This is an optimization exercise on Yosys and OpenROAD, whose aim is small area, not a production implementation.
RTL that was checked went through simulation tests only; none was proved equivalent to the original.
No driver is modelled on the clock port, so clock power and skew are understated where the tree is cut down; a real chip needs a root buffer or a tree.
Power and IR drop assume default switching activity.

## DE1_SoC
module DE1_SoC (HEX0, HEX1, HEX2, HEX3, HEX4, HEX5, KEY, SW, GPIO_1, CLOCK_50);
export LEC_CHECK = 0
export CAP_MARGIN = 20
export CORE_MARGIN = 2
export CORE_UTILIZATION = 70
export SLEW_MARGIN = 20
create_clock -name core_clock -period 6.5 [get_ports {CLOCK_50}]
standard.sh (not shown) runs the stock make flow with config.mk's settings and CLKGATE_MAP_FILE= SYNTH_SCRIPT=/design/flow/synth_recipe.tcl, a recipe that flattens the netlist after the stock synthesis.
==> flow/flow/run.sh <==
#!/bin/bash
# The standard layout (standard.sh), with these changes:
#  - synthesis uses flow/synth.tcl: no adder extraction, and ABC maps with
#    flow/deep.abc (&deepsyn) for each seed in FLOW_ABC_SEEDS, keeping the
#    smallest netlist (registers are the standard synthesis's);
#  - each port is buffered with the smallest buffer cell;
#  - one tie cell drives all constant outputs;
#  - the clock tree is flow/cts.tcl: the clock port drives MY_NBUF buffers,
#    each driving one cluster of the registers.
set -euo pipefail
here=$(pwd)
export FLOW_ABC_SCRIPT=$here/flow/deep.abc
export FLOW_ABC_SEEDS="0 1 2 3"
export BUFFER_PORTS_ARGS="-buffer_cell sky130_fd_sc_hd__buf_1"
export SKIP_REPAIR_TIE_FANOUT=1
export MY_CLKBUF=sky130_fd_sc_hd__clkbuf_16
export MY_NBUF=4
sed "s#SYNTH_SCRIPT=[^ ]*#SYNTH_SCRIPT=$here/flow/synth.tcl#" standard.sh > own_standard.sh
bash own_standard.sh place > standard_place.log 2>&1
bash own_standard.sh run RUN_SCRIPT=$here/flow/cts.tcl > cts.log 2>&1
bash own_standard.sh > standard.log 2>&1
Other scripts of this flow, unchanged in this note and not shown: flow/flow/cts.tcl, flow/flow/deep.abc, flow/flow/synth.tcl
==> next run, changes <==
--- a/flow/design.v
+++ b/flow/design.v
@@ -85,17 +85,17 @@
     logic [3:0] ne;
     genvar g;
     generate
         for (g = 0; g < 4; g++) begin : grp
             logic own, inc;
             assign gp[g] = ~gp_n[g];
             logic [3:0] icode;
             assign ne[g] = ~(gc[g][3] & gc[g][0]);
-            assign own = (gp[g] != 2'd0);
+            assign own = ne[g] & (gp[g] != 2'd0);
             if (g < 3) begin : mid
                 assign inc = ne[g+1] & (gp[g+1] == 2'd0);
                 assign icode = gc[g+1];
             end else begin : top
                 assign inc = pv;
                 assign icode = a;
             end
             always_ff @(posedge clk) begin
Maximum frequency shrinks by 18%.
Worst setup slack loses 940 ps.
Core utilization came out lower by 0.15 points.
Wire length is about the same.
Global-route usage rises by 0.85 points.
Critical path depth is higher by 1.
Flip-flop and latch count stays the same.
Area after synthesis came out lower by 0.84%.
Design area shrinks by 0.78%.
For the first run of this note, only the layout was checked, not whether the RTL still works. In every run of this note, the design's own scripts or RTL, not TritonCTS, make the clock network.


The RTL this note starts from:
==> flow/design.v <==
module DE1_SoC (HEX0, HEX1, HEX2, HEX3, HEX4, HEX5, KEY, SW, GPIO_1, CLOCK_50);
    output logic [6:0]  HEX0, HEX1, HEX2, HEX3, HEX4, HEX5;
    input  logic [3:0]  KEY;
    input  logic [9:0]  SW;
    output logic [35:0] GPIO_1;
    input  logic CLOCK_50;
    logic clk, rst;
    assign clk = CLOCK_50;
    assign rst = SW[9];
    assign HEX3 = '1;
    assign HEX4 = '1;
    logic [3:0] row;
    always_ff @(posedge clk) row <= rst ? 4'd0 : row + 4'd1;
    logic kprev, push;
    always_ff @(posedge clk) kprev <= ~KEY[3];
    assign push = ~KEY[3] & ~kprev;
    logic [2:0] m7;
    logic [3:0] m13;
    logic [6:0] m109;
    logic fall, scroll, t7;
    always_ff @(posedge clk) begin
        if (rst) begin
            m7 <= 3'd0;
            m13 <= 4'd0;
            m109 <= 7'd0;
        end else begin
            m7 <= {m7[1:0], ~(m7[1] ^ m7[2])};
            m13 <= {m13[2:0], ~(m13[2] ^ m13[3] ^ (m13[1] | m13[2]))};
            m109 <= {m109[5:0], ~(m109[0] ^ m109[1] ^ m109[6] ^ (m109[4] | m109[5]))};
        end
    end
    assign t7 = (m7 == 3'b100);
    assign fall = t7 & (m109 == 7'b1000000);
    assign scroll = t7 & (m13 == 4'b1000) & (row[1:0] == 2'd3);
    logic [15:0] bird, up, down;
    assign up = {bird[14:0], 1'b0};     
    assign down = {1'b0, bird[15:1]};   
    always_ff @(posedge clk) begin
        if (rst) bird <= 16'h0400;
        else bird <= (bird & ~{16{push | fall}}) |
                     (~bird & (({16{push}} & down) | ({16{fall}} & up)));
    end
    logic [9:0] lfsr;
    always_ff @(posedge clk) lfsr <= rst ? 10'd0 : {~(lfsr[3] ^ lfsr[0]), lfsr[9:1]};
    logic [2:0] diff, count;
    logic [3:0] a;
    logic pv;   
    always_comb begin
        case (SW[2:0])
            3'd0: diff = 3'd7;
            3'd1, 3'd2, 3'd4: diff = 3'd5;
            3'd3, 3'd5, 3'd6: diff = 3'd4;
            default: diff = 3'd3;
        endcase
    end
    function automatic logic [3:0] mod9(input logic [9:0] x);
        logic [4:0] u;
        u = {2'b0, x[2:0]} + {2'b0, ~x[5:3]} + {2'b0, x[8:6]} + {4'b0, ~x[9]} + 5'd1;
        if (u >= 5'd18) u = u - 5'd18;
        else if (u >= 5'd9) u = u - 5'd9;
        mod9 = u[3:0];
    endfunction
    always_ff @(posedge clk) begin
        if (rst) begin
            count <= diff;
            pv <= 1'b0;
        end else if (scroll) begin
            pv <= (count == 3'd0);
            count <= (count == 3'd0) ? diff : count - 3'd1;
            if (count == 3'd1) a <= mod9(lfsr);
        end
    end
    logic [1:0] gp [0:3];
    logic [3:0] gc [0:3];
    logic [3:0] ne;
    genvar g;
    generate
        for (g = 0; g < 4; g++) begin : grp
            logic own, inc;
            logic [3:0] icode;
            assign ne[g] = ~(gc[g][3] & gc[g][0]);
            assign own = ne[g] & (gp[g] != 2'd0);
            if (g < 3) begin : mid
                assign inc = ne[g+1] & (gp[g+1] == 2'd0);
                assign icode = gc[g+1];
            end else begin : top
                assign inc = pv;
                assign icode = a;
            end
            always_ff @(posedge clk) begin
                if (rst) begin
                    gc[g][3] <= 1'b1;
                    gc[g][0] <= 1'b1;
                end else if (scroll) begin
                    gp[g] <= inc ? 2'd3 : gp[g] - 2'd1;
                    if (inc) gc[g] <= icode;
                    else if (!own) begin
                        gc[g][3] <= 1'b1;
                        gc[g][0] <= 1'b1;
                    end
                end
            end
        end
    endgenerate
    localparam logic [255:0] PATS = {
        16'b0000000000000000, 16'b0000000000000000, 16'b0000000000000000, 16'b0000000000000000,
        16'b0000000000000000, 16'b0000000000000000, 16'b0000000000000000, 16'b1110000011111111,
        16'b1111000001111111, 16'b1111100000111111, 16'b1111110000011111, 16'b1111111000001111,
        16'b1111111100000111, 16'b1111111110000011, 16'b1111111111000001, 16'b1111111111100000};
    function automatic logic [15:0] pipe_pat(input logic [3:0] c);
        pipe_pat = PATS[16 * c +: 16];
    endfunction
    logic on, stop_buf, incr_buf, incr_prev, incr;
    logic col2, dead;
    assign col2 = ne[0] & (gp[0] == 2'd2);
    assign dead = ((gp[0] == 2'd2) & |(pipe_pat(gc[0]) & bird)) | (bird == 16'd0);
    assign incr = incr_buf & ~incr_prev;
    always_ff @(posedge clk) begin
        incr_prev <= incr_buf;
        if (rst) begin
            on <= 1'b1;
            stop_buf <= 1'b0;
            incr_buf <= 1'b0;
        end else begin
            on <= on & ~stop_buf;
            stop_buf <= on & dead;
            incr_buf <= on & ~dead & col2;
        end
    end
    logic [3:0] d0, d1, d2;
    logic i1, i2;
    assign i1 = incr & (d0 == 4'd9);
    assign i2 = i1 & (d1 == 4'd9);
    always_ff @(posedge clk) begin
        if (rst) begin
            d0 <= 4'd0; d1 <= 4'd0; d2 <= 4'd0;
        end else begin
            if (incr) d0 <= (d0 == 4'd9) ? 4'd0 : d0 + 4'd1;
            if (i1) d1 <= (d1 == 4'd9) ? 4'd0 : d1 + 4'd1;
            if (i2) d2 <= (d2 == 4'd9) ? 4'd0 : d2 + 4'd1;
        end
    end
    localparam logic [69:0] SEGS = {7'b0010000, 7'b0000000, 7'b1111000, 7'b0000010,
        7'b0010010, 7'b0011001, 7'b0110000, 7'b0100100, 7'b1111001, 7'b1000000};
    function automatic logic [6:0] seg(input logic [3:0] d);
        seg = SEGS[7 * d +: 7];
    endfunction
    assign HEX0 = seg(d0);
    assign HEX1 = seg(d1);
    assign HEX2 = seg(d2);
    always_comb begin
        case (SW[2:0])
            3'd0: HEX5 = 7'b1111001;
            3'd1, 3'd2, 3'd4: HEX5 = 7'b0100100;
            3'd3, 3'd5, 3'd6: HEX5 = 7'b0110000;
            default: HEX5 = 7'b0011001;
        endcase
    end
    logic [15:0] green, red, ends;
    logic [1:0] sg;
    assign sg = row[3:2];
    assign green = (on & (gp[sg] == row[1:0])) ? pipe_pat(gc[sg]) : 16'd0;
    localparam logic [255:0] ENDS = {
        16'b0000000001010100, 16'b0010111001010100, 16'b0001101001111100, 16'b0011111001111000,
        16'b0000000000000100, 16'b0010101001111000, 16'b0010101000000100, 16'b0011111001111000,
        16'b0000000000000000, 16'b0001111001111000, 16'b0010000000010100, 16'b0001111001111000,
        16'b0000000000000000, 16'b0011111000110100, 16'b0010001001010100, 16'b0011111000111000};
    assign ends = ENDS[16 * row +: 16];
    assign red = on ? ((row == 4'd2) ? bird : 16'd0) : ends;
    assign GPIO_1[35:32] = row;
    genvar j;
    generate
        for (j = 0; j < 16; j++) begin : px
            assign GPIO_1[31 - j] = green[j];
            assign GPIO_1[15 - j] = red[j];
        end
    endgenerate
endmodule
==> flow/config.mk <==
export PLATFORM = sky130hd
export DESIGN_NAME = DE1_SoC
export DESIGN_NICKNAME = DE1_SoC
export VERILOG_FILES = /design/flow/design.v
export SDC_FILE = /design/flow/constraint.sdc
export NUM_CORES = 4
export LEC_CHECK = 0
export CAP_MARGIN = 20
export CORE_MARGIN = 2
export CORE_UTILIZATION = 70
export SLEW_MARGIN = 20
==> flow/constraint.sdc <==
create_clock -name core_clock -period 6.5 [get_ports {CLOCK_50}]
set_input_delay 1.3000 -clock core_clock [delete_from_list [all_inputs] [get_ports {CLOCK_50}]]
set_output_delay 1.3000 -clock core_clock [all_outputs]
set_load 0.01 [all_outputs]
==> flow/flow/run.sh <==
#!/bin/bash
# The standard layout (standard.sh), with three changes:
#  - synthesis uses flow/synth.tcl (ABC with &deepsyn, no adder extraction);
#  - each port is buffered with the smallest buffer cell;
#  - clock tree synthesis inserts no dummy loads.
set -euo pipefail
here=$(pwd)
export FLOW_ABC_SCRIPT=$here/flow/deep.abc
export BUFFER_PORTS_ARGS="-buffer_cell sky130_fd_sc_hd__buf_1"
export CTS_ARGS="-sink_clustering_enable -repair_clock_nets -dont_use_dummy_load"
sed "s#SYNTH_SCRIPT=[^ ]*#SYNTH_SCRIPT=$here/flow/synth.tcl#" standard.sh > own_standard.sh
bash own_standard.sh > standard.log 2>&1
==> flow/flow/deep.abc <==
strash
dc2
&get -n
&deepsyn -T 60
&put
dch -f
map -a
topo
==> flow/flow/synth.tcl <==
# The standard synthesis script (synth_recipe.tcl), except that Yosys's
# extract_fa is skipped and ABC maps with flow/deep.abc (&deepsyn), so that
# all combinational logic is optimised by ABC. Registers are unchanged.
proc synth {args} { yosys synth -nofsm -noshare {*}$args }
proc extract_fa {args} { }
proc abc {args} {
  set i [lsearch -exact $args -script]
  if {$i >= 0} { lset args [expr {$i + 1}] $::env(FLOW_ABC_SCRIPT) }
  yosys abc {*}$args
}
source $::env(SCRIPTS_DIR)/synth.tcl
# left out here: clear keep_hierarchy, flatten, clean up, hide names made inside functions, write 1_2_yosys.v
The starting point finished with timing, DRC and antenna clean.
Change:
--- a/flow/design.v
+++ b/flow/design.v
@@ -51,17 +51,17 @@
             3'd1, 3'd2, 3'd4: diff = 3'd5;
             3'd3, 3'd5, 3'd6: diff = 3'd4;
             default: diff = 3'd3;
         endcase
     end
     function automatic logic [3:0] mod9(input logic [9:0] x);
-        logic [4:0] u;
-        u = {2'b0, x[2:0]} + {2'b0, ~x[5:3]} + {2'b0, x[8:6]} + {4'b0, ~x[9]} + 5'd1;
-        if (u >= 5'd18) u = u - 5'd18;
-        else if (u >= 5'd9) u = u - 5'd9;
-        mod9 = u[3:0];
+        logic signed [5:0] t;
+        t = $signed({3'b0, x[2:0]}) - $signed({3'b0, x[5:3]}) + $signed({3'b0, x[8:6]}) - $signed({5'b0, x[9]});
+        if (t < 0) t = t + 6'sd9;
+        else if (t >= 6'sd9) t = t - 6'sd9;
+        mod9 = t[3:0];
     endfunction
     always_ff @(posedge clk) begin
         if (rst) begin
             count <= diff;
             pv <= 1'b0;
         end else if (scroll) begin
=>
- The new run went through all stages and came out clean
- first-iteration DRC count came out lower by 7.7%
- setup slack loses 0.16 ns
- non-clock buffer count is unchanged
- total power is about the same
- via count came out higher by 3.2%
- cell count stays flat
- clock power came out lower by about 2%
- count of clock-buffer cells in the layout is unchanged
- wire length came out lower by 1.5%
- final area stays flat
- global-route usage came out lower by 0.44 points
Only the layout flow was run in the second run of this note; the RTL was not checked for function there.

static timing again, ports no longer ideal:
In the flow no input, the clock included, has a driving cell. The finished layouts below were timed again as built, in two steps. Step 1 (the two cells are an assumption about what drives the block):
set clk [get_ports {CLOCK_50}]
set_driving_cell -lib_cell sky130_fd_sc_hd__clkbuf_16 $clk
set_driving_cell -lib_cell sky130_fd_sc_hd__buf_2 [delete_from_list [all_inputs] $clk]
Step 2 adds t to the input delays and takes it off the output delays; t is the mean of the earliest and latest rising clock arrival at the registers after step 1. Input paths then give back, and output paths get back, about the clock's delay inside the block. Slacks: ideal / step 1 / step 2; pairs: ideal / step 1.
| run | shift t [ns] | slack for setup (ns) | worst hold slack (ns) | slew at the worst register clock pin (ns) | worst slew at a driven data input, ns |
|---|---|---|---|---|---|
| the first run of note 1 | 0.224 | 2.098 / 2.025 / 2.248 | 0.360 / 0.360 / 0.360 | 0.09 / 0.09 | 0.03 |
| the second run of note 1 | 0.228 | 1.162 / 1.085 / 1.313 | 0.367 / 0.367 / 0.367 | 0.09 / 0.09 | 0.03 |
| the first run of note 2 | 0.378 | 2.192 / 2.163 / 2.541 | 0.374 / 0.374 / 0.374 | 0.09 / 0.09 | 0.03 |
| the second run of note 2 | 0.371 | 2.037 / 2.009 / 2.381 | 0.401 / 0.401 / 0.401 | 0.10 / 0.10 | 0.03 |
After both steps every run listed still meets setup and hold.
